From an optimization exercise on the open Yosys and OpenROAD flow, aimed at small area and a short achievable clock period; shortcuts taken in it are not production practice.
Function was checked by simulation only, so behaviour that the tests miss may differ from the original.

Design am_modem, start of the top module:
module am_modem(
    input wire clk_pin,
    input wire reset_pin,
    input wire [15:0] carrier,
    input wire [15:0] tone_a,
    input wire [15:0] tone_b,
    output wire [31:0] am_mod,
    output wire [15:0] demod
);
Size in the first run: ~3,700 cells after synthesis.
export LEC_CHECK = 0
export ABC_AREA = 1
export CAP_MARGIN = 20
export CORE_MARGIN = 2
export CORE_UTILIZATION = 70
export CTS_CLUSTER_DIAMETER = 150
export CTS_CLUSTER_SIZE = 24
export SLEW_MARGIN = 20
export SYNTH_HIERARCHICAL = 1
create_clock -name core_clock -period 60.0 [get_ports {clk_pin}]
standard.sh (not shown) runs the stock make flow with config.mk's settings and CLKGATE_MAP_FILE= SYNTH_SCRIPT=/design/flow/synth_recipe.tcl, a recipe that flattens the netlist after the stock synthesis.
==> flow/flow/run.sh <==
#!/bin/bash
# Layout flow: the standard flow (standard.sh) with these changes:
#  - synthesis is synth_recipe.tcl with ORFS's synth.tcl replaced by a copy in which the final
#    ABC mapping of the top module uses flow/top.abc (ABC's area-recovering map without the
#    buffering and gate sizing steps; the layout's own repair sizes and buffers later); the
#    adder modules are mapped with the standard script. Registers and their names are unchanged.
#  - Yosys's generic synth skips its internal ABC pass (SYNTH_ARGS=-noabc), so the full-adder
#    extraction sees the adders as written.
#  - ports are buffered with buf_2 cells instead of the default clkdlybuf4s50_1.
# Each step's output goes to its own log here; ORFS keeps each tool's log under orfs/logs/.
set -uo pipefail
WORK="$(pwd)"
python3 - "$FLOW_HOME/scripts/synth.tcl" "$WORK/flow/top.abc" "$WORK/synth_mod.tcl" <<'PY' > prep.log 2>&1 || exit 1
import sys
src, abc, out = sys.argv[1:4]
s = open(src).read()
old = "  log_cmd abc {*}$abc_args\n"
assert s.count(old) == 1
new = ("  set top_args $abc_args\n"
       "  lset top_args [expr {[lsearch -exact $top_args -script] + 1}] " + abc + "\n"
       "  log_cmd abc {*}$top_args $::env(DESIGN_NAME)\n"
       "  log_cmd abc {*}$abc_args {*_add}\n")
open(out, "w").write(s.replace(old, new))
print("wrote", out)
PY
python3 - "$WORK/synth_recipe.tcl" "$WORK/synth_mod.tcl" "$WORK/synth_own.tcl" <<'PY' >> prep.log 2>&1 || exit 1
import sys
src, mod, out = sys.argv[1:4]
s = open(src).read()
old = "source $::env(SCRIPTS_DIR)/synth.tcl"
assert s.count(old) == 1
open(out, "w").write(s.replace(old, "source " + mod))
print("wrote", out)
PY
bash standard.sh SYNTH_ARGS=-noabc "BUFFER_PORTS_ARGS=-buffer_cell sky130_fd_sc_hd__buf_2" \
    "SYNTH_SCRIPT=$WORK/synth_own.tcl" finish > standard.log 2>&1
status=$?
tail -n 20 standard.log
exit $status
==> flow/flow/top.abc <==
strash
dch
map -B 0.9
topo
stime -c
The first run passed the timing, design-rule and antenna checks.
Rerun with:
==> flow/flow/top.abc (replaced) <==
strash
dc2
dch -f
map -B 0.9
topo
stime -c
What happened:
- The new run completed with no timing, DRC or antenna violations
- die area came out lower by 2.3%
- routed wire length came out lower by 4.7%
- clock-buffer cell count stays the same
Rerun with:
==> flow/flow/top.abc (replaced) <==
strash
dch -f
map -B 0.9
topo
stime -c
Result: The new run passed the timing, design-rule and antenna checks. Die area increases by about 2.6%. Utilization stays flat. Global-route usage increases by 0.16 points.

========
## run C
am_modem, a different RTL version from the one above (not shown whole).
Size in the first run: about 4100 cells after synthesis, ~31000 um^2 of cells after synthesis.
export LEC_CHECK = 0
export ABC_AREA = 1
export CAP_MARGIN = 20
export CORE_MARGIN = 2
export CORE_UTILIZATION = 60
export SLEW_MARGIN = 20
export SYNTH_HIERARCHICAL = 1
create_clock -name core_clock -period 60.0 [get_ports {clk_pin}]
==> flow/flow/run.sh <==
#!/bin/bash
# Layout flow: the standard flow (standard.sh) with two changes:
#  - Yosys's generic synth skips its internal ABC pass (SYNTH_ARGS=-noabc), so the full-adder
#    extraction sees the adders as written; registers and their names are unchanged.
#  - ports are buffered with buf_2 cells instead of the default clkdlybuf4s50_1.
# The make output goes to standard.log; ORFS keeps each tool's log under orfs/logs/.
set -uo pipefail
bash standard.sh SYNTH_ARGS=-noabc "BUFFER_PORTS_ARGS=-buffer_cell sky130_fd_sc_hd__buf_2" finish > standard.log 2>&1
status=$?
tail -n 20 standard.log
exit $status
Run C | status: complete | timing, DRC, antenna: pass
#### Input delta (run D over run C)
==> flow/run.sh (new file) <==
#!/bin/bash
# synth_recipe.tcl (not shown) runs the flow's synth.tcl, then flattens the netlist and writes it again
# the make line also repeats each setting of config.mk as NAME=value (left out here)
make -C /OpenROAD-flow-scripts/flow DESIGN_CONFIG=/design/flow/config.mk WORK_HOME=/design/flow/orfs CLKGATE_MAP_FILE= SYNTH_SCRIPT=/design/flow/synth_recipe.tcl finish
removed: flow/flow/run.sh
removed: flow/standard.sh
==> summary.txt <==
- Between run C and run D, the flow reports number of global-route vias before repair decreasing slightly.
- Going from run C to run D, multi-input combinational cell count shrank by a few percent.
- Time the final worst path needs with I/O delays and setup (higher): run D
- Summary of run D over run C: pin count of the biggest net entering global routing rose 6.0%, logic depth of the worst path, buffers included fell 3, via count normalized by instance count fell about 2%, placed wire-length estimate after detailed placement fell 2.7 mm.
- Slew at the pin closest to its max-slew limit: run D lower than run C
- When run D is measured against run C, its multi-input logic area turns out about 2% lower.
- Diff run C -> run D | global-route usage | decrease of 1.8 points
- Weighted congestion at the end of routability-driven global placement | run D above run C

========
Setup of try-amber:
RTL: one of the versions met above, not the one the previous note started from.
For scale: ~4300 cells after synthesis, ~28000 µm² of cells after synthesis.
==> flow/config.mk <==
export PLATFORM = sky130hd
export DESIGN_NAME = am_modem
export DESIGN_NICKNAME = am_modem
export VERILOG_FILES = /design/flow/design.v
export SDC_FILE = /design/flow/constraint.sdc
export NUM_CORES = 4
export LEC_CHECK = 0
export ABC_AREA = 1
export CAP_MARGIN = 20
export CORE_MARGIN = 2
export CORE_UTILIZATION = 70
export CTS_CLUSTER_DIAMETER = 150
export CTS_CLUSTER_SIZE = 24
export SLEW_MARGIN = 20
export SYNTH_HIERARCHICAL = 1
==> flow/constraint.sdc <==
create_clock -name core_clock -period 60.0 [get_ports {clk_pin}]
set_input_delay 12.0000 -clock core_clock [delete_from_list [all_inputs] [get_ports {clk_pin}]]
set_output_delay 12.0000 -clock core_clock [all_outputs]
set_load 0.01 [all_outputs]
==> flow/flow/run.sh <==
#!/bin/bash
# Layout flow: the standard flow (standard.sh) with these changes:
#  - synthesis is synth_recipe.tcl with ORFS's synth.tcl replaced by a copy in which the final
#    ABC mapping of the top module uses flow/top.abc (ABC's area-recovering map without the
#    buffering and gate sizing steps; the layout's own repair sizes and buffers later); the
#    adder modules are mapped with the standard script. Registers and their names are unchanged.
#  - Yosys's generic synth skips its internal ABC pass (SYNTH_ARGS=-noabc), so the full-adder
#    extraction sees the adders as written; only full adders are extracted (half adders are left
#    to ABC, which merges them into the surrounding logic).
#  - ports are buffered with buf_2 cells instead of the default clkdlybuf4s50_1.
# Each step's output goes to its own log here; ORFS keeps each tool's log under orfs/logs/.
set -uo pipefail
WORK="$(pwd)"
python3 - "$FLOW_HOME/scripts/synth.tcl" "$WORK/flow/top.abc" "$WORK/synth_mod.tcl" <<'PY' > prep.log 2>&1 || exit 1
import sys
src, abc, out = sys.argv[1:4]
s = open(src).read()
old = "  log_cmd abc {*}$abc_args\n"
assert s.count(old) == 1
new = ("  set top_args $abc_args\n"
       "  lset top_args [expr {[lsearch -exact $top_args -script] + 1}] " + abc + "\n"
       "  log_cmd abc {*}$top_args $::env(DESIGN_NAME)\n"
       "  log_cmd abc {*}$abc_args {*_add}\n")
s = s.replace(old, new)
old = "  extract_fa {*}[dont_use_extract_fa_args]"
assert s.count(old) == 1
s = s.replace(old, "  extract_fa -fa")
open(out, "w").write(s)
print("wrote", out)
PY
python3 - "$WORK/synth_recipe.tcl" "$WORK/synth_mod.tcl" "$WORK/synth_own.tcl" <<'PY' >> prep.log 2>&1 || exit 1
import sys
src, mod, out = sys.argv[1:4]
s = open(src).read()
old = "source $::env(SCRIPTS_DIR)/synth.tcl"
assert s.count(old) == 1
open(out, "w").write(s.replace(old, "source " + mod))
print("wrote", out)
PY
bash standard.sh SYNTH_ARGS=-noabc "BUFFER_PORTS_ARGS=-buffer_cell sky130_fd_sc_hd__buf_2" \
    "SYNTH_SCRIPT=$WORK/synth_own.tcl" finish > standard.log 2>&1
status=$?
tail -n 20 standard.log
exit $status
==> flow/flow/top.abc <==
strash
dch
map -B 0.9
topo
stime -c
## Diff of input files: try-indigo against try-amber
==> flow/flow/run.sh <==
#!/bin/bash
# Layout flow: the standard flow (standard.sh) with two changes:
#  - Yosys's generic synth skips its internal ABC pass (SYNTH_ARGS=-noabc), so the full-adder
#    extraction sees the adders as written; registers and their names are unchanged.
#  - ports are buffered with buf_2 cells instead of the default clkdlybuf4s50_1.
# The make output goes to standard.log; ORFS keeps each tool's log under orfs/logs/.
set -uo pipefail
bash standard.sh SYNTH_ARGS=-noabc "BUFFER_PORTS_ARGS=-buffer_cell sky130_fd_sc_hd__buf_2" finish > standard.log 2>&1
status=$?
tail -n 20 standard.log
exit $status
diff --git a/flow/config.mk b/flow/config.mk
--- a/flow/config.mk
+++ b/flow/config.mk
@@ -10,3 +10,3 @@
 export CORE_MARGIN = 2
-export CORE_UTILIZATION = 70
+export CORE_UTILIZATION = 80
 export CTS_CLUSTER_DIAMETER = 150
removed: flow/flow/top.abc
==> summary.txt <==
- try-amber reports its origin of the worst setup path as bnegn[0] while try-indigo reports bneg[7].
- Summary — overall routing resource usage, try-indigo relative to try-amber: higher, by 6.3 points.
- Number of detailed-routing iterations run before antenna repair is lower on try-amber
- Reported for try-indigo and try-amber, area used by sequential logic in the layout turned out identical to the last digit.
Input changes introduced in try-garnet (baseline for comparison: try-indigo):
diff --git a/flow/config.mk b/flow/config.mk
--- a/flow/config.mk
+++ b/flow/config.mk
@@ -10,3 +10,3 @@
 export CORE_MARGIN = 2
-export CORE_UTILIZATION = 80
+export CORE_UTILIZATION = 70
 export CTS_CLUSTER_DIAMETER = 150
Findings:
- Delta (try-garnet minus try-indigo): sequential share of layout area neither gained nor lost much.
- try-garnet gives less arrival time at the worst endpoint than try-indigo did.
- try-garnet ended up with am_mod[26] as its capturing element of the worst setup path; try-indigo ended up with am_mod[31].
- [try-garnet vs try-indigo] final instance count without filler cells: higher in try-garnet
- Total wirelength of the detailed-routed design ended up 7.7% lower on try-garnet than on try-indigo.
Input-level comparison between try-tundra and try-garnet:
==> flow/flow/run.sh <==
#!/bin/bash
# Layout flow: the standard flow (standard.sh) with these changes:
#  - Yosys's generic synth skips its internal ABC pass (SYNTH_ARGS=-noabc), so the full-adder
#    extraction sees the adders as written; registers and their names are unchanged.
#  - the multiplier's input registers get a stronger drive of the same flip-flop: the Booth
#    digit registers (each drives half a row of partial products) 4x, the k registers 2x.
#  - ports are buffered with buf_2 cells instead of the default clkdlybuf4s50_1.
# Each make run's output goes to its own log here; ORFS keeps each tool's log under orfs/logs/.
set -uo pipefail
RES="$(pwd)/orfs/results/${FLOW_PLATFORM}/am_modem/base"
ARGS=(SYNTH_ARGS=-noabc "BUFFER_PORTS_ARGS=-buffer_cell sky130_fd_sc_hd__buf_2")
bash standard.sh "${ARGS[@]}" "$RES/1_2_yosys.v" > synth.log 2>&1 || { tail -n 20 synth.log; exit 1; }
sed -i -E -e 's/^( *)sky130_fd_sc_hd__dfxtp_1( +\\(bneg|bone|btwo)n?\[)/\1sky130_fd_sc_hd__dfxtp_4\2/' \
          -e 's/^( *)sky130_fd_sc_hd__dfxtp_1( +\\kn?_r\[)/\1sky130_fd_sc_hd__dfxtp_2\2/' "$RES/1_2_yosys.v"
grep -c "dfxtp_[24]" "$RES/1_2_yosys.v" > upsized.log
bash standard.sh "${ARGS[@]}" finish > standard.log 2>&1
status=$?
tail -n 20 standard.log
exit $status
Findings:
Sum of negative setup slack: try-tundra vs try-garnet identical
try-garnet → try-tundra: cell count held steady.
try-tundra vs try-garnet on fmax: try-tundra is the higher one.
Lower clock skew after layout among try-garnet and try-tundra: try-garnet
Relative to try-garnet, the area taken by flip-flops and latches measured on try-tundra has increased by a few percent.
Going from try-garnet to try-tundra, global-route wire length before repair now sits higher; fraction of standard cell area that is sequential now sits higher.

static timing again, ports no longer ideal:
The results above use ideal ports. As a check the final layouts listed here were re-extracted and re-timed, cells and wires unchanged. Step 1, drivers: a clkbuf_16 drives clk_pin and a buf_2 each remaining input, both assumed. Step 2, shift: input delay + t, output delay - t, t = (earliest + latest rising clock arrival at the registers) / 2. This alone moves slack from input paths to output paths. Three values: no drivers, after step 1, after step 2; two values: the first two.
run | t (ns) | setup WS [ns] | hold slack, ns | latest minus earliest clock arrival (ns) | pins driven straight from the clock port
the first run of note 1 | 0.569 | 42.257 / 42.197 / 42.765 | 0.591 / 0.591 / 0.591 | 0.058 / 0.059 | 1
the second run of note 1 | 0.548 | 40.978 / 40.978 / 40.978 | 0.613 / 0.613 / 0.613 | 0.033 / 0.033 | 1
the third run of note 1 | 0.561 | 42.172 / 42.114 / 42.675 | 0.612 / 0.612 / 0.612 | 0.042 / 0.042 | 1
run C | 0.621 | 42.222 / 42.165 / 42.786 | 0.590 / 0.590 / 0.590 | 0.012 / 0.012 | 1
run D | 0.606 | 41.674 / 41.616 / 42.222 | 0.589 / 0.589 / 0.589 | 0.020 / 0.020 | 1
try-amber | 0.560 | 42.435 / 42.376 / 42.937 | 0.578 / 0.578 / 0.578 | 0.031 / 0.031 | 1
try-indigo | 0.561 | 42.351 / 42.296 / 42.857 | 0.616 / 0.616 / 0.616 | 0.065 / 0.064 | 1
try-garnet | 0.556 | 42.406 / 42.350 / 42.906 | 0.620 / 0.620 / 0.620 | 0.044 / 0.043 | 1
try-tundra | 0.566 | 42.497 / 42.439 / 43.004 | 0.606 / 0.606 / 0.606 | 0.047 / 0.047 | 1
After both steps setup and hold are still met in every run listed.
